Source: an optimization exercise on an open RTL-to-GDS flow (aim: small area). Production flows keep margins and buffers that such runs may drop. The RTL was checked by simulation tests, not by an equivalence proof against the original design. Power figures rest on the tool's default switching activity, not on a simulated workload.

==> design.v <==
module axi_lite_if #(
    parameter integer C_S_AXI_ADDR_WIDTH = 32,
    parameter integer C_S_AXI_DATA_WIDTH = 32
) (
input  wire                                S_AXI_ACLK,
input  wire                                S_AXI_ARESETN,
input  wire [C_S_AXI_ADDR_WIDTH-1:0]      S_AXI_AWADDR,
input  wire [2:0]                          S_AXI_AWPROT,
input  wire                                S_AXI_AWVALID,
output wire                                S_AXI_AWREADY,
input  wire [C_S_AXI_DATA_WIDTH-1:0]      S_AXI_WDATA,
input  wire [(C_S_AXI_DATA_WIDTH/8)-1:0]  S_AXI_WSTRB,
input  wire                                S_AXI_WVALID,
output wire                                S_AXI_WREADY,
output wire [1:0]                          S_AXI_BRESP,
output wire                                S_AXI_BVALID,
input  wire                                S_AXI_BREADY,
input  wire [C_S_AXI_ADDR_WIDTH-1:0]      S_AXI_ARADDR,
input  wire [2:0]                          S_AXI_ARPROT,
input  wire                                S_AXI_ARVALID,
output wire                                S_AXI_ARREADY,
output wire [C_S_AXI_DATA_WIDTH-1:0]      S_AXI_RDATA,
output wire [1:0]                          S_AXI_RRESP,
output wire                                S_AXI_RVALID,
input  wire                                S_AXI_RREADY,
output wire                                reg_write_en,
output wire [C_S_AXI_ADDR_WIDTH-1:0]      reg_write_addr,
output wire [C_S_AXI_DATA_WIDTH-1:0]      reg_write_data,
output wire [(C_S_AXI_DATA_WIDTH/8)-1:0]  reg_write_strb,
output wire                                reg_read_en,
output wire [C_S_AXI_ADDR_WIDTH-1:0]      reg_read_addr,
input  wire [C_S_AXI_DATA_WIDTH-1:0]      reg_read_data,
input  wire                                reg_read_valid
);
localparam [1:0] RESP_OKAY   = 2'b00;
localparam [1:0] RESP_SLVERR = 2'b10;
localparam [1:0] W_IDLE      = 2'b00;
localparam [1:0] W_WAIT_DATA = 2'b01;
localparam [1:0] W_WAIT_ADDR = 2'b10;
localparam [1:0] W_RESPOND   = 2'b11;
localparam [1:0] R_IDLE      = 2'b00;
localparam [1:0] R_WAIT_DATA = 2'b01;
localparam [1:0] R_RESPOND   = 2'b10;
reg [1:0] write_state_reg, write_state_next;
reg [1:0] read_state_reg, read_state_next;
reg [C_S_AXI_ADDR_WIDTH-1:0]      awaddr_reg;
reg [C_S_AXI_DATA_WIDTH-1:0]      wdata_reg;
reg [(C_S_AXI_DATA_WIDTH/8)-1:0]  wstrb_reg;
reg [C_S_AXI_ADDR_WIDTH-1:0]      araddr_reg;
reg awready_reg;
reg wready_reg;
reg bvalid_reg;
reg arready_reg;
reg rvalid_reg;
reg [C_S_AXI_DATA_WIDTH-1:0] rdata_reg;
reg [1:0] bresp_reg;
reg [1:0] rresp_reg;
reg reg_write_en_reg;
reg reg_read_en_reg;
assign S_AXI_AWREADY = awready_reg;
assign S_AXI_WREADY  = wready_reg;
assign S_AXI_BVALID  = bvalid_reg;
assign S_AXI_BRESP   = bresp_reg;
assign S_AXI_ARREADY = arready_reg;
assign S_AXI_RVALID  = rvalid_reg;
assign S_AXI_RDATA   = rdata_reg;
assign S_AXI_RRESP   = rresp_reg;
assign reg_write_en   = reg_write_en_reg;
assign reg_write_addr = awaddr_reg;
assign reg_write_data = wdata_reg;
assign reg_write_strb = wstrb_reg;
assign reg_read_en   = reg_read_en_reg;
assign reg_read_addr = araddr_reg;
always @(posedge S_AXI_ACLK) begin
    if (!S_AXI_ARESETN) begin
        write_state_reg <= W_IDLE;
    end else begin
        write_state_reg <= write_state_next;
    end
end
always @(*) begin
    write_state_next = write_state_reg;
    case (write_state_reg)
        W_IDLE: begin
            if (S_AXI_AWVALID && S_AXI_WVALID) begin
                write_state_next = W_RESPOND;
            end else if (S_AXI_AWVALID) begin
                write_state_next = W_WAIT_DATA;
            end else if (S_AXI_WVALID) begin
                write_state_next = W_WAIT_ADDR;
            end else begin
                write_state_next = W_IDLE;
            end
        end
        W_WAIT_DATA: begin
            if (S_AXI_WVALID) begin
                write_state_next = W_RESPOND;
            end else begin
                write_state_next = W_WAIT_DATA;
            end
        end
        W_WAIT_ADDR: begin
            if (S_AXI_AWVALID) begin
                write_state_next = W_RESPOND;
            end else begin
                write_state_next = W_WAIT_ADDR;
            end
        end
        W_RESPOND: begin
            if (S_AXI_BREADY) begin
                write_state_next = W_IDLE;
            end else begin
                write_state_next = W_RESPOND;
            end
        end
        default: begin
            write_state_next = W_IDLE;
        end
    endcase
end
always @(posedge S_AXI_ACLK) begin
    if (!S_AXI_ARESETN) begin
        awready_reg      <= 1'b0;
        wready_reg       <= 1'b0;
        bvalid_reg       <= 1'b0;
        bresp_reg        <= RESP_OKAY;
        awaddr_reg       <= {C_S_AXI_ADDR_WIDTH{1'b0}};
        wdata_reg        <= {C_S_AXI_DATA_WIDTH{1'b0}};
        wstrb_reg        <= {(C_S_AXI_DATA_WIDTH/8){1'b0}};
        reg_write_en_reg <= 1'b0;
    end else begin
        awready_reg      <= 1'b0;
        wready_reg       <= 1'b0;
        reg_write_en_reg <= 1'b0;
        case (write_state_reg)
            W_IDLE: begin
                if (S_AXI_AWVALID && S_AXI_WVALID) begin
                    awready_reg      <= 1'b1;
                    wready_reg       <= 1'b1;
                    awaddr_reg       <= S_AXI_AWADDR;
                    wdata_reg        <= S_AXI_WDATA;
                    wstrb_reg        <= S_AXI_WSTRB;
                    reg_write_en_reg <= 1'b1;
                    bvalid_reg       <= 1'b1;
                    bresp_reg        <= RESP_OKAY;
                end else if (S_AXI_AWVALID) begin
                    awready_reg <= 1'b1;
                    awaddr_reg  <= S_AXI_AWADDR;
                end else if (S_AXI_WVALID) begin
                    wready_reg <= 1'b1;
                    wdata_reg  <= S_AXI_WDATA;
                    wstrb_reg  <= S_AXI_WSTRB;
                end else begin
                    awready_reg <= 1'b0;
                    wready_reg  <= 1'b0;
                end
            end
            W_WAIT_DATA: begin
                if (S_AXI_WVALID) begin
                    wready_reg       <= 1'b1;
                    wdata_reg        <= S_AXI_WDATA;
                    wstrb_reg        <= S_AXI_WSTRB;
                    reg_write_en_reg <= 1'b1;
                    bvalid_reg       <= 1'b1;
                    bresp_reg        <= RESP_OKAY;
                end else begin
                    wready_reg <= 1'b0;
                end
            end
            W_WAIT_ADDR: begin
                if (S_AXI_AWVALID) begin
                    awready_reg      <= 1'b1;
                    awaddr_reg       <= S_AXI_AWADDR;
                    reg_write_en_reg <= 1'b1;
                    bvalid_reg       <= 1'b1;
                    bresp_reg        <= RESP_OKAY;
                end else begin
                    awready_reg <= 1'b0;
                end
            end
            W_RESPOND: begin
                if (S_AXI_BREADY) begin
                    bvalid_reg <= 1'b0;
                end else begin
                    bvalid_reg <= 1'b1;
                end
            end
            default: begin
                awready_reg      <= 1'b0;
                wready_reg       <= 1'b0;
                bvalid_reg       <= 1'b0;
                reg_write_en_reg <= 1'b0;
            end
        endcase
    end
end
always @(posedge S_AXI_ACLK) begin
    if (!S_AXI_ARESETN) begin
        read_state_reg <= R_IDLE;
    end else begin
        read_state_reg <= read_state_next;
    end
end
always @(*) begin
    read_state_next = read_state_reg;
    case (read_state_reg)
        R_IDLE: begin
            if (S_AXI_ARVALID) begin
                read_state_next = R_WAIT_DATA;
            end else begin
                read_state_next = R_IDLE;
            end
        end
        R_WAIT_DATA: begin
            if (reg_read_valid) begin
                read_state_next = R_RESPOND;
            end else begin
                read_state_next = R_WAIT_DATA;
            end
        end
        R_RESPOND: begin
            if (S_AXI_RREADY) begin
                read_state_next = R_IDLE;
            end else begin
                read_state_next = R_RESPOND;
            end
        end
        default: begin
            read_state_next = R_IDLE;
        end
    endcase
end
always @(posedge S_AXI_ACLK) begin
    if (!S_AXI_ARESETN) begin
        arready_reg     <= 1'b0;
        rvalid_reg      <= 1'b0;
        rdata_reg       <= {C_S_AXI_DATA_WIDTH{1'b0}};
        rresp_reg       <= RESP_OKAY;
        araddr_reg      <= {C_S_AXI_ADDR_WIDTH{1'b0}};
        reg_read_en_reg <= 1'b0;
    end else begin
        arready_reg     <= 1'b0;
        reg_read_en_reg <= 1'b0;
        case (read_state_reg)
            R_IDLE: begin
                if (S_AXI_ARVALID) begin
                    arready_reg     <= 1'b1;
                    araddr_reg      <= S_AXI_ARADDR;
                    reg_read_en_reg <= 1'b1;
                end else begin
                    arready_reg <= 1'b0;
                end
            end
            R_WAIT_DATA: begin
                if (reg_read_valid) begin
                    rdata_reg  <= reg_read_data;
                    rvalid_reg <= 1'b1;
                    rresp_reg  <= RESP_OKAY;
                end else begin
                    rvalid_reg <= 1'b0;
                end
            end
            R_RESPOND: begin
                if (S_AXI_RREADY) begin
                    rvalid_reg <= 1'b0;
                end else begin
                    rvalid_reg <= 1'b1;
                end
            end
            default: begin
                arready_reg <= 1'b0;
                rvalid_reg  <= 1'b0;
            end
        endcase
    end
end
endmodule
module reg_bank #(
    parameter integer C_DATA_WIDTH = 32,
    parameter integer C_ADDR_WIDTH = 32
) (
input  wire                         clk,
input  wire                         resetn,
input  wire                         write_en,
input  wire [C_ADDR_WIDTH-1:0]     write_addr,
input  wire [C_DATA_WIDTH-1:0]     write_data,
input  wire [(C_DATA_WIDTH/8)-1:0] write_strb,
input  wire                         read_en,
input  wire [C_ADDR_WIDTH-1:0]     read_addr,
output wire [C_DATA_WIDTH-1:0]     read_data,
output wire                         read_valid,
output wire [7:0]                   led_control,
output wire [15:0]                  seg_data,
input  wire                         ext_interrupt,
output wire                         irq_out
);
localparam [C_ADDR_WIDTH-1:0] ADDR_LED_CTRL   = 32'h00000000;   
localparam [C_ADDR_WIDTH-1:0] ADDR_SEG_DATA   = 32'h00000004;   
localparam [C_ADDR_WIDTH-1:0] ADDR_IRQ_ENABLE = 32'h00000008;   
localparam [C_ADDR_WIDTH-1:0] ADDR_IRQ_STATUS = 32'h0000000C;   
localparam [C_ADDR_WIDTH-1:0] ADDR_IRQ_CLEAR  = 32'h00000010;   
reg [7:0]  led_ctrl_reg;
reg [15:0] seg_data_reg;
reg        irq_enable_reg;
reg        irq_status_reg;
reg [C_DATA_WIDTH-1:0] read_data_reg;
reg read_valid_reg;
reg ext_interrupt_d1;
reg ext_interrupt_d2;
wire ext_interrupt_posedge;
assign led_control = led_ctrl_reg;
assign seg_data    = seg_data_reg;
assign read_data   = read_data_reg;
assign read_valid  = read_valid_reg;
assign irq_out     = irq_status_reg & irq_enable_reg;
assign ext_interrupt_posedge = ext_interrupt_d1 & ~ext_interrupt_d2;
always @(posedge clk) begin
    if (!resetn) begin
        ext_interrupt_d1 <= 1'b0;
        ext_interrupt_d2 <= 1'b0;
    end else begin
        ext_interrupt_d1 <= ext_interrupt;
        ext_interrupt_d2 <= ext_interrupt_d1;
    end
end
always @(posedge clk) begin
    if (!resetn) begin
        led_ctrl_reg   <= 8'h00;
        seg_data_reg   <= 16'h0000;
        irq_enable_reg <= 1'b0;
    end else begin
        if (write_en) begin
            case (write_addr)
                ADDR_LED_CTRL: begin
                    if (write_strb[0]) led_ctrl_reg <= write_data[7:0];
                end
                ADDR_SEG_DATA: begin
                    if (write_strb[0]) seg_data_reg[7:0]  <= write_data[7:0];
                    if (write_strb[1]) seg_data_reg[15:8] <= write_data[15:8];
                end
                ADDR_IRQ_ENABLE: begin
                    if (write_strb[0]) irq_enable_reg <= write_data[0];
                end
                default: begin
                end
            endcase
        end else begin
        end
    end
end
always @(posedge clk) begin
    if (!resetn) begin
        irq_status_reg <= 1'b0;
    end else begin
        if (write_en && (write_addr == ADDR_IRQ_CLEAR) && write_strb[0] && write_data[0]) begin
            irq_status_reg <= 1'b0;
        end else if (ext_interrupt_posedge) begin
            irq_status_reg <= 1'b1;
        end else begin
        end
    end
end
always @(posedge clk) begin
    if (!resetn) begin
        read_data_reg  <= {C_DATA_WIDTH{1'b0}};
        read_valid_reg <= 1'b0;
    end else begin
        if (read_en) begin
            read_valid_reg <= 1'b1;
            case (read_addr)
                ADDR_LED_CTRL: begin
                    read_data_reg <= {{(C_DATA_WIDTH-8){1'b0}}, led_ctrl_reg};
                end
                ADDR_SEG_DATA: begin
                    read_data_reg <= {{(C_DATA_WIDTH-16){1'b0}}, seg_data_reg};
                end
                ADDR_IRQ_ENABLE: begin
                    read_data_reg <= {{(C_DATA_WIDTH-1){1'b0}}, irq_enable_reg};
                end
                ADDR_IRQ_STATUS: begin
                    read_data_reg <= {{(C_DATA_WIDTH-1){1'b0}}, irq_status_reg};
                end
                default: begin
                    read_data_reg <= {C_DATA_WIDTH{1'b0}};
                end
            endcase
        end else begin
            read_valid_reg <= 1'b0;
            read_data_reg  <= read_data_reg;   
        end
    end
end
endmodule
module led_driver #(
    parameter integer NUM_LEDS = 8,
    parameter integer ENABLE_PWM = 0,            
    parameter integer PWM_RESOLUTION = 8,        
    parameter integer CLK_FREQ_HZ = 100_000_000  
) (
input  wire                  clk,
input  wire                  resetn,
input  wire [NUM_LEDS-1:0]   led_control,
input  wire [PWM_RESOLUTION-1:0] pwm_duty,
output wire [NUM_LEDS-1:0]   leds
);
generate
    if (ENABLE_PWM == 1) begin : gen_pwm
        localparam integer PWM_PERIOD = (1 << PWM_RESOLUTION) - 1;
        reg [PWM_RESOLUTION-1:0] pwm_counter;
        reg                       pwm_active;
        reg [NUM_LEDS-1:0]       leds_reg;
        always @(posedge clk) begin
            if (!resetn) begin
                pwm_counter <= {PWM_RESOLUTION{1'b0}};
            end else begin
                if (pwm_counter == PWM_PERIOD[PWM_RESOLUTION-1:0]) begin
                    pwm_counter <= {PWM_RESOLUTION{1'b0}};
                end else begin
                    pwm_counter <= pwm_counter + 1'b1;
                end
            end
        end
        always @(posedge clk) begin
            if (!resetn) begin
                pwm_active <= 1'b0;
            end else begin
                pwm_active <= (pwm_counter < pwm_duty) ? 1'b1 : 1'b0;
            end
        end
        always @(posedge clk) begin
            if (!resetn) begin
                leds_reg <= {NUM_LEDS{1'b0}};
            end else begin
                leds_reg <= led_control & {NUM_LEDS{pwm_active}};
            end
        end
        assign leds = leds_reg;
    end else begin : gen_direct
        reg [NUM_LEDS-1:0] leds_reg;
        always @(posedge clk) begin
            if (!resetn) begin
                leds_reg <= {NUM_LEDS{1'b0}};
            end else begin
                leds_reg <= led_control;
            end
        end
        assign leds = leds_reg;
    end
endgenerate
endmodule
module irq_ctrl #(
    parameter integer CLK_FREQ_HZ = 100_000_000,   
    parameter integer DEBOUNCE_MS = 1               
) (
input  wire  clk,
input  wire  resetn,
input  wire  ext_irq_in,
output wire  irq_pulse_out
);
localparam integer DEBOUNCE_COUNT = (CLK_FREQ_HZ / 1000) * DEBOUNCE_MS;
localparam integer COUNTER_WIDTH = $clog2(DEBOUNCE_COUNT + 1);
reg [COUNTER_WIDTH-1:0] debounce_counter;
reg                      ext_irq_sync_1;
reg                      ext_irq_sync_2;
reg                      ext_irq_stable;
reg                      ext_irq_d1;
wire                     ext_irq_posedge;
reg                      irq_pulse_reg;
assign irq_pulse_out = irq_pulse_reg;
always @(posedge clk) begin
    if (!resetn) begin
        ext_irq_sync_1 <= 1'b0;
        ext_irq_sync_2 <= 1'b0;
    end else begin
        ext_irq_sync_1 <= ext_irq_in;
        ext_irq_sync_2 <= ext_irq_sync_1;
    end
end
always @(posedge clk) begin
    if (!resetn) begin
        debounce_counter <= {COUNTER_WIDTH{1'b0}};
        ext_irq_stable   <= 1'b0;
    end else begin
        if (ext_irq_sync_2 != ext_irq_stable) begin
            if (debounce_counter == DEBOUNCE_COUNT[COUNTER_WIDTH-1:0]) begin
                ext_irq_stable   <= ext_irq_sync_2;
                debounce_counter <= {COUNTER_WIDTH{1'b0}};
            end else begin
                debounce_counter <= debounce_counter + 1'b1;
            end
        end else begin
            debounce_counter <= {COUNTER_WIDTH{1'b0}};
        end
    end
end
always @(posedge clk) begin
    if (!resetn) begin
        ext_irq_d1 <= 1'b0;
    end else begin
        ext_irq_d1 <= ext_irq_stable;
    end
end
assign ext_irq_posedge = ext_irq_stable & ~ext_irq_d1;
always @(posedge clk) begin
    if (!resetn) begin
        irq_pulse_reg <= 1'b0;
    end else begin
        irq_pulse_reg <= ext_irq_posedge;
    end
end
endmodule
module sevenseg_mux #(
    parameter integer CLK_FREQ_HZ = 100_000_000,   
    parameter integer REFRESH_RATE_HZ = 1000        
) (
input  wire        clk,
input  wire        resetn,
input  wire [15:0] seg_data,
output wire [6:0]  seg_cathode,   
output wire [3:0]  seg_anode      
);
localparam integer COUNTER_MAX = CLK_FREQ_HZ / (REFRESH_RATE_HZ * 4) - 1;
localparam integer COUNTER_WIDTH = $clog2(COUNTER_MAX + 1);
reg [COUNTER_WIDTH-1:0] counter_reg;
reg [1:0]               digit_sel_reg;
reg [3:0]               current_digit;
reg [6:0]               seg_cathode_reg;
reg [3:0]               seg_anode_reg;
assign seg_cathode = seg_cathode_reg;
assign seg_anode   = seg_anode_reg;
always @(posedge clk) begin
    if (!resetn) begin
        counter_reg   <= {COUNTER_WIDTH{1'b0}};
        digit_sel_reg <= 2'b00;
    end else begin
        if (counter_reg == COUNTER_MAX[COUNTER_WIDTH-1:0]) begin
            counter_reg   <= {COUNTER_WIDTH{1'b0}};
            digit_sel_reg <= digit_sel_reg + 2'b01;
        end else begin
            counter_reg   <= counter_reg + 1'b1;
            digit_sel_reg <= digit_sel_reg;
        end
    end
end
always @(*) begin
    case (digit_sel_reg)
        2'b00: current_digit = seg_data[3:0];
        2'b01: current_digit = seg_data[7:4];
        2'b10: current_digit = seg_data[11:8];
        2'b11: current_digit = seg_data[15:12];
        default: current_digit = 4'h0;
    endcase
end
always @(*) begin
    case (current_digit)
        4'h0: seg_cathode_reg = 7'b1000000;   
        4'h1: seg_cathode_reg = 7'b1111001;   
        4'h2: seg_cathode_reg = 7'b0100100;   
        4'h3: seg_cathode_reg = 7'b0110000;   
        4'h4: seg_cathode_reg = 7'b0011001;   
        4'h5: seg_cathode_reg = 7'b0010010;   
        4'h6: seg_cathode_reg = 7'b0000010;   
        4'h7: seg_cathode_reg = 7'b1111000;   
        4'h8: seg_cathode_reg = 7'b0000000;   
        4'h9: seg_cathode_reg = 7'b0010000;   
        4'hA: seg_cathode_reg = 7'b0001000;   
        4'hB: seg_cathode_reg = 7'b0000011;   
        4'hC: seg_cathode_reg = 7'b1000110;   
        4'hD: seg_cathode_reg = 7'b0100001;   
        4'hE: seg_cathode_reg = 7'b0000110;   
        4'hF: seg_cathode_reg = 7'b0001110;   
        default: seg_cathode_reg = 7'b1111111;   
    endcase
end
always @(*) begin
    case (digit_sel_reg)
        2'b00: seg_anode_reg = 4'b1110;   
        2'b01: seg_anode_reg = 4'b1101;   
        2'b10: seg_anode_reg = 4'b1011;   
        2'b11: seg_anode_reg = 4'b0111;   
        default: seg_anode_reg = 4'b1111;   
    endcase
end
endmodule
module axi_peripheral_top #(
    parameter integer C_S_AXI_DATA_WIDTH = 32,
    parameter integer C_S_AXI_ADDR_WIDTH = 32,
    parameter integer CLK_FREQ_HZ        = 100_000_000,
    parameter integer NUM_LEDS           = 8
) (
input  wire                                  S_AXI_ACLK,
input  wire                                  S_AXI_ARESETN,
input  wire [C_S_AXI_ADDR_WIDTH-1:0]        S_AXI_AWADDR,
input  wire [2:0]                            S_AXI_AWPROT,
input  wire                                  S_AXI_AWVALID,
output wire                                  S_AXI_AWREADY,
input  wire [C_S_AXI_DATA_WIDTH-1:0]        S_AXI_WDATA,
input  wire [(C_S_AXI_DATA_WIDTH/8)-1:0]    S_AXI_WSTRB,
input  wire                                  S_AXI_WVALID,
output wire                                  S_AXI_WREADY,
output wire [1:0]                            S_AXI_BRESP,
output wire                                  S_AXI_BVALID,
input  wire                                  S_AXI_BREADY,
input  wire [C_S_AXI_ADDR_WIDTH-1:0]        S_AXI_ARADDR,
input  wire [2:0]                            S_AXI_ARPROT,
input  wire                                  S_AXI_ARVALID,
output wire                                  S_AXI_ARREADY,
output wire [C_S_AXI_DATA_WIDTH-1:0]        S_AXI_RDATA,
output wire [1:0]                            S_AXI_RRESP,
output wire                                  S_AXI_RVALID,
input  wire                                  S_AXI_RREADY,
output wire [NUM_LEDS-1:0]                   leds,
output wire [6:0]                            seg_cathode,
output wire [3:0]                            seg_anode,
output wire                                  irq_out,
input  wire                                  ext_irq_in
);
wire                                 reg_write_en;
wire [C_S_AXI_ADDR_WIDTH-1:0]       reg_write_addr;
wire [C_S_AXI_DATA_WIDTH-1:0]       reg_write_data;
wire [(C_S_AXI_DATA_WIDTH/8)-1:0]   reg_write_strb;
wire                                 reg_read_en;
wire [C_S_AXI_ADDR_WIDTH-1:0]       reg_read_addr;
wire [C_S_AXI_DATA_WIDTH-1:0]       reg_read_data;
wire                                 reg_read_valid;
wire [7:0]  led_control;
wire [15:0] seg_data;
wire        irq_from_regbank;
wire        ext_interrupt_clean;
axi_lite_if #(
    .C_S_AXI_ADDR_WIDTH(C_S_AXI_ADDR_WIDTH),
    .C_S_AXI_DATA_WIDTH(C_S_AXI_DATA_WIDTH)
) u_axi_lite_if (
    .S_AXI_ACLK         (S_AXI_ACLK),
    .S_AXI_ARESETN      (S_AXI_ARESETN),
    .S_AXI_AWADDR       (S_AXI_AWADDR),
    .S_AXI_AWPROT       (S_AXI_AWPROT),
    .S_AXI_AWVALID      (S_AXI_AWVALID),
    .S_AXI_AWREADY      (S_AXI_AWREADY),
    .S_AXI_WDATA        (S_AXI_WDATA),
    .S_AXI_WSTRB        (S_AXI_WSTRB),
    .S_AXI_WVALID       (S_AXI_WVALID),
    .S_AXI_WREADY       (S_AXI_WREADY),
    .S_AXI_BRESP        (S_AXI_BRESP),
    .S_AXI_BVALID       (S_AXI_BVALID),
    .S_AXI_BREADY       (S_AXI_BREADY),
    .S_AXI_ARADDR       (S_AXI_ARADDR),
    .S_AXI_ARPROT       (S_AXI_ARPROT),
    .S_AXI_ARVALID      (S_AXI_ARVALID),
    .S_AXI_ARREADY      (S_AXI_ARREADY),
    .S_AXI_RDATA        (S_AXI_RDATA),
    .S_AXI_RRESP        (S_AXI_RRESP),
    .S_AXI_RVALID       (S_AXI_RVALID),
    .S_AXI_RREADY       (S_AXI_RREADY),
    .reg_write_en       (reg_write_en),
    .reg_write_addr     (reg_write_addr),
    .reg_write_data     (reg_write_data),
    .reg_write_strb     (reg_write_strb),
    .reg_read_en        (reg_read_en),
    .reg_read_addr      (reg_read_addr),
    .reg_read_data      (reg_read_data),
    .reg_read_valid     (reg_read_valid)
);
reg_bank #(
    .C_DATA_WIDTH(C_S_AXI_DATA_WIDTH),
    .C_ADDR_WIDTH(C_S_AXI_ADDR_WIDTH)
) u_reg_bank (
    .clk            (S_AXI_ACLK),
    .resetn         (S_AXI_ARESETN),
    .write_en       (reg_write_en),
    .write_addr     (reg_write_addr),
    .write_data     (reg_write_data),
    .write_strb     (reg_write_strb),
    .read_en        (reg_read_en),
    .read_addr      (reg_read_addr),
    .read_data      (reg_read_data),
    .read_valid     (reg_read_valid),
    .led_control    (led_control),
    .seg_data       (seg_data),
    .ext_interrupt  (ext_interrupt_clean),
    .irq_out        (irq_from_regbank)
);
led_driver #(
    .NUM_LEDS       (NUM_LEDS),
    .ENABLE_PWM     (0),
    .PWM_RESOLUTION (8),
    .CLK_FREQ_HZ    (CLK_FREQ_HZ)
) u_led_driver (
    .clk            (S_AXI_ACLK),
    .resetn         (S_AXI_ARESETN),
    .led_control    (led_control),
    .pwm_duty       (8'd128),   
    .leds           (leds)
);
sevenseg_mux #(
    .CLK_FREQ_HZ      (CLK_FREQ_HZ),
    .REFRESH_RATE_HZ  (1000)
) u_sevenseg_mux (
    .clk              (S_AXI_ACLK),
    .resetn           (S_AXI_ARESETN),
    .seg_data         (seg_data),
    .seg_cathode      (seg_cathode),
    .seg_anode        (seg_anode)
);
irq_ctrl #(
    .CLK_FREQ_HZ  (CLK_FREQ_HZ),
    .DEBOUNCE_MS  (1)   
) u_irq_ctrl (
    .clk            (S_AXI_ACLK),
    .resetn         (S_AXI_ARESETN),
    .ext_irq_in     (ext_irq_in),
    .irq_pulse_out  (ext_interrupt_clean)
);
assign irq_out = irq_from_regbank;
endmodule
==> run.sh <==
#!/bin/bash
# synth_recipe.tcl (not shown) runs the flow's synth.tcl, then flattens the netlist and writes it again
# the make line also repeats each setting of config.mk as NAME=value (left out here)
make -C /OpenROAD-flow-scripts/flow DESIGN_CONFIG=/design/flow/config.mk WORK_HOME=/design/flow/orfs CLKGATE_MAP_FILE= SYNTH_SCRIPT=/design/flow/synth_recipe.tcl finish
==> config.mk <==
export PLATFORM = sky130hd
export DESIGN_NAME = axi_peripheral_top
export DESIGN_NICKNAME = axi_peripheral_top
export VERILOG_FILES = /design/flow/design.v
export SDC_FILE = /design/flow/constraint.sdc
export NUM_CORES = 4
export LEC_CHECK = 0
export CAP_MARGIN = 20
export CORE_MARGIN = 2
export CORE_UTILIZATION = 40
export SLEW_MARGIN = 20
==> constraint.sdc <==
create_clock -name core_clock -period 10.0 [get_ports {S_AXI_ACLK}]
set_input_delay 2.0000 -clock core_clock [delete_from_list [all_inputs] [get_ports {S_AXI_ACLK}]]
set_output_delay 2.0000 -clock core_clock [all_outputs]
set_load 0.01 [all_outputs]
==> flow_results.org <==
** STA
- Worst-case clock skew :: 7.73 ps
- Setup violators final :: 0
- Hold Vio Cnt, Final :: 0
- Slew at the pin closest to its max-slew limit :: 983 ps
- The final-report max-slew violation count is 0.
- The routed design could run at a clock period as short as 5030 ps.
- The worst pin sits at a relative slew slack of 0.345.
- Setup repair after global routing missed its margin :: no
- Derived from the worst setup path, the maximum achievable clock frequency is 0.199 GHz.
- Hold slack :: 386 ps
- Summed over all failing endpoints, the final setup total negative slack is 0 ps.
- Setup slack after layout :: 4970 ps
- Dividing the final minimum period by the clock period gives 0.503.

** GRT
- Entering global routing, the biggest net connects 90 pins.
- Remaining Overflow, GRT :: 0
- Met3 Resource Use GR :: 0.0386
- For this run, global-route usage on met2 was measured as 0.263.
- Combined global-route utilization of all metal layers :: 0.169
- The number of antenna violations at the first check in global routing is 0.
- First-pass GRT wire length :: 30000 um
- Global routing usage on met1 :: 0.234
- The via count of the first global-routing pass came to 6113.
- After global routing, the most crowded layer is met2.

** Synth
- Sorting the synthesized cells by how often they occur yields sky130_fd_sc_hd__nand2_1 (249), sky130_fd_sc_hd__dfxtp_1 (200), sky130_fd_sc_hd__a21oi_1 (102).
- Synthesis produced a netlist whose cell count is 965.
- Yosys instantiated no cell more often than sky130_fd_sc_hd__nand2_1.
- Number of warnings issued by yosys :: 5
- Dividing the synthesized area by the synthesized cell count gives 8.58 um2.
- Most area-hungry cell type in the Yosys netlist :: sky130_fd_sc_hd__dfxtp_1
- Post-Syn Area :: 8280 um2
- Among all flip-flop cells after synthesis, the most frequent one is sky130_fd_sc_hd__dfxtp_1.
- Main area contributors after synthesis :: sky130_fd_sc_hd__dfxtp_1 (48%), sky130_fd_sc_hd__nand2_1 (11%), sky130_fd_sc_hd__a21oi_1 (6.2%)
- EDFF count, synth :: 0
- Synthesis instantiated 56 different standard cells from the library.
- Of all flip-flops after synthesis, the portion carrying an async set or reset was 0.
- Part of the Yosys area used for sequential elements :: 0.484
- Area share of the leading cell type in the synthesized netlist :: 0.484
- The synthesized design contains 200 register bits.

** Setup path
- Endpoint type of the worst setup path :: primary output
- The signal on the critical path passes through inv_1, ha_1, a222oi_1, mux2_2, inv_1, ha_1, and3_1, a211o_1, clkdlybuf4s50_1.
- Critical Path Max Stage Delay :: 480 ps
- The critical path starts at u_sevenseg_mux.digit_sel_reg[0].
- The worst register-to-register path has a depth of 4.
- Max Fanout on Critical Path :: 5
- The largest individual stage delay along the critical path comes from the cell sky130_fd_sc_hd__clkdlybuf4s50_1.
- STA classifies the critical path startpoint as a flop.
- Arrival time of the worst setup path :: 3030 ps
- The critical path is of the flop to primary output type.
- For the worst setup path, the data required time is 8000 ps.
- Worst flop-to-flop path startpoint :: u_axi_lite_if.awaddr_reg[17]

** Routing
- DRT iter0 DRCs :: 296
- DR vias/cell :: 4.81
- For this run, design rule violations remaining after detail routing come to 0.
- Average wire per cell in the routed design :: 13.4 um
- The detailed router placed 6516 vias in this run.
- After detailed routing, the total wire length is 18200 um.
- First-pass iteration count of the detailed router :: 5
- Once detail routing completed, the nets flagged for antenna violations numbered 0.

** Clock tree
- Counting the buffers created by CTS gives 17.
- Clock latency at the later pin of the worst-skew pair :: 430 ps
- Clock tree from TritonCTS :: built
- Clock Sinks :: 200
- After clock tree synthesis, the clock-pin slew on the worst setup and hold paths is 70 ps.
- Post-CTS repair changed the size of 0 cells.
- CTS Root Cell :: sky130_fd_sc_hd__clkbuf_16
- The H-tree was split into 4 levels.
- Post-CTS timing repair inserted 0 buffers for setup.
- No sink is reached through more buffers than the 2 on the longest clock path.
- In this run, post-CTS hold repair placed 0 buffers.

** Placed design
- Worst setup timing slack at the placement stage :: 5360 ps
- Routability-driven placement finished with a final weighted congestion of 0.776.
- Post-DP HPWL :: 12600 um
- Input and output buffers added on the ports amount to 130.

** Cells and area
- Ratio of cells with drive above 1 in the final layout :: 0.0525
- Number of fill cells :: 1981
- Area Overhead vs Synth :: 24.5%
- Final-stage net count :: 1208
- Ant diodes :: 0

** Die
- Row generation in the floorplan step produced 52 rows.
- Die outline width :: 148 um
- Die height :: 148 um
- For this configuration, the core starts out at a cell density of 0.408.
- Pin placement for this block handled 175 I/O pins.
- Die footprint :: 21900 um2
- After floorplanning, the core was sized to cover 20300 um2.

** Worst hold path
- Hold path startpoint :: u_irq_ctrl.ext_irq_d1
- Hold crit path type :: flop to flop
- Along the worst hold path, the cell count comes to 1.

** Power and ir drop
- Leakage power :: 3.80 nW
- Dividing total power by cell area gives a power density of 165 nW/um2.
- VDD sags by at most 0.105 mV.

** Flow run
- Max-cap violations :: 0

** Outcome
- Result of the run :: finished clean
==> power breakdown <==
group	internal, mW	total, mW	switching, mW
clock	0.404	0.708	0.303
combinational	0.0680	0.151	0.0831
sequential	0.824	0.842	0.0178
==> final cells by class <==
type,instances,area [um2],area share
sequential,200,4000,0.388
multi-input combinational,681,3880,0.377
clock buffer,20,447,0.0433
timing repair buffer,136,1340,0.130
tap,270,338,0.0328
inverter,36,135,0.0131
clock inverter,12,163,0.0158
==> worst max-delay path: cells and delay by family (launching register included) <==
kind	cells	cell delay, ps
AND/OR/NAND/NOR	1	150
adder cells (fa/ha/maj)	2	520
multiplexers	1	280
flip-flops	1	390
buffers and inverters	3	680
AO/OA/AOI/OAI	2	570
==> cells by family after synthesis <==
family                   count (synthesis)  share of synthesized area
other                                    1                   0.000453
multiplexers                            44                     0.0552
buffers and inverters                  103                     0.0576
adder cells (fa/ha/maj)                 22                     0.0332
XOR/XNOR                                28                     0.0296
AO/OA/AOI/OAI                          149                      0.104
flip-flops                             200                      0.484
AND/OR/NAND/NOR                        418                      0.236
==> final timing paths <==
| check | slack, ps | endpoint |
|---|---|---|
| max | 4970 | seg_cathode[0] |
| min | 390 | u_irq_ctrl.irq_pulse_reg |
| max reg2reg | 7900 | u_reg_bank.seg_data_reg[0] |
| min reg2reg | 390 | u_irq_ctrl.irq_pulse_reg |
==> through the flow <==
| stage | instances | utilization | power, mW | instance area (um2) |
|---|---|---|---|---|
| 2_1_floorplan | 984 | - | 0.953 | 8350 |
| 5_1_grt | 1355 | 0.508 | 1.78 | 10300 |
| 4_1_cts | 1355 | 0.508 | 1.72 | 10300 |
| 3_3_place_gp | 1323 | 0.478 | 1.01 | 9700 |
| 6_report | 1355 | 0.508 | 1.70 | 10300 |
| 3_5_place_dp | 1323 | 0.478 | 1.01 | 9700 |
==> routing by layer <==
layer / up-vias / wire length [um]
li1: 3412 / -
met1: 2959 / 8900
met2: 130 / 8220
met3: 15 / 834
met4: 0 / 211
met5: - / 0
==> cell usage in the layout (no fill, tap or decap), drive strengths merged, types with 8 or more instances in the layout <==
cell type      count
clkbuf            20
o21ai              9
nor2              46
and2              11
clkdlybuf4s50    129
nor4              20
a21oi            102
nand2b            13
xnor2             17
nand3             15
inv               39
nand4             14
dfxtp            200
or4                8
xor2              11
a22o               9
nand2            250
conb              20
mux2i             40
a21boi            13
ha                22

## static timing again, ports no longer ideal
The flow's constraints put no driver on any port. The routed layout listed below was extracted and timed again, unchanged, in two steps.
Step 1, drivers: a clkbuf_16 drives S_AXI_ACLK and a buf_2 each remaining input, both assumed.
Step 2 adds t to the input delays and takes it off the output delays; t is the mean of the earliest and latest rising clock arrival at the registers after step 1. Input paths then give back, and output paths get back, about the clock's delay inside the block.
Three values: no drivers, after step 1, after step 2; two values: the first two.
t, ns: 0.465
slack for setup (ns): 4.973 / 4.932 / 5.396
worst data-port slew with drivers (ns): 0.06
After both steps this run still meets setup and hold. For this run, drivers alone change the setup slack by -0.041 ns; drivers and shift together by +0.423 ns.
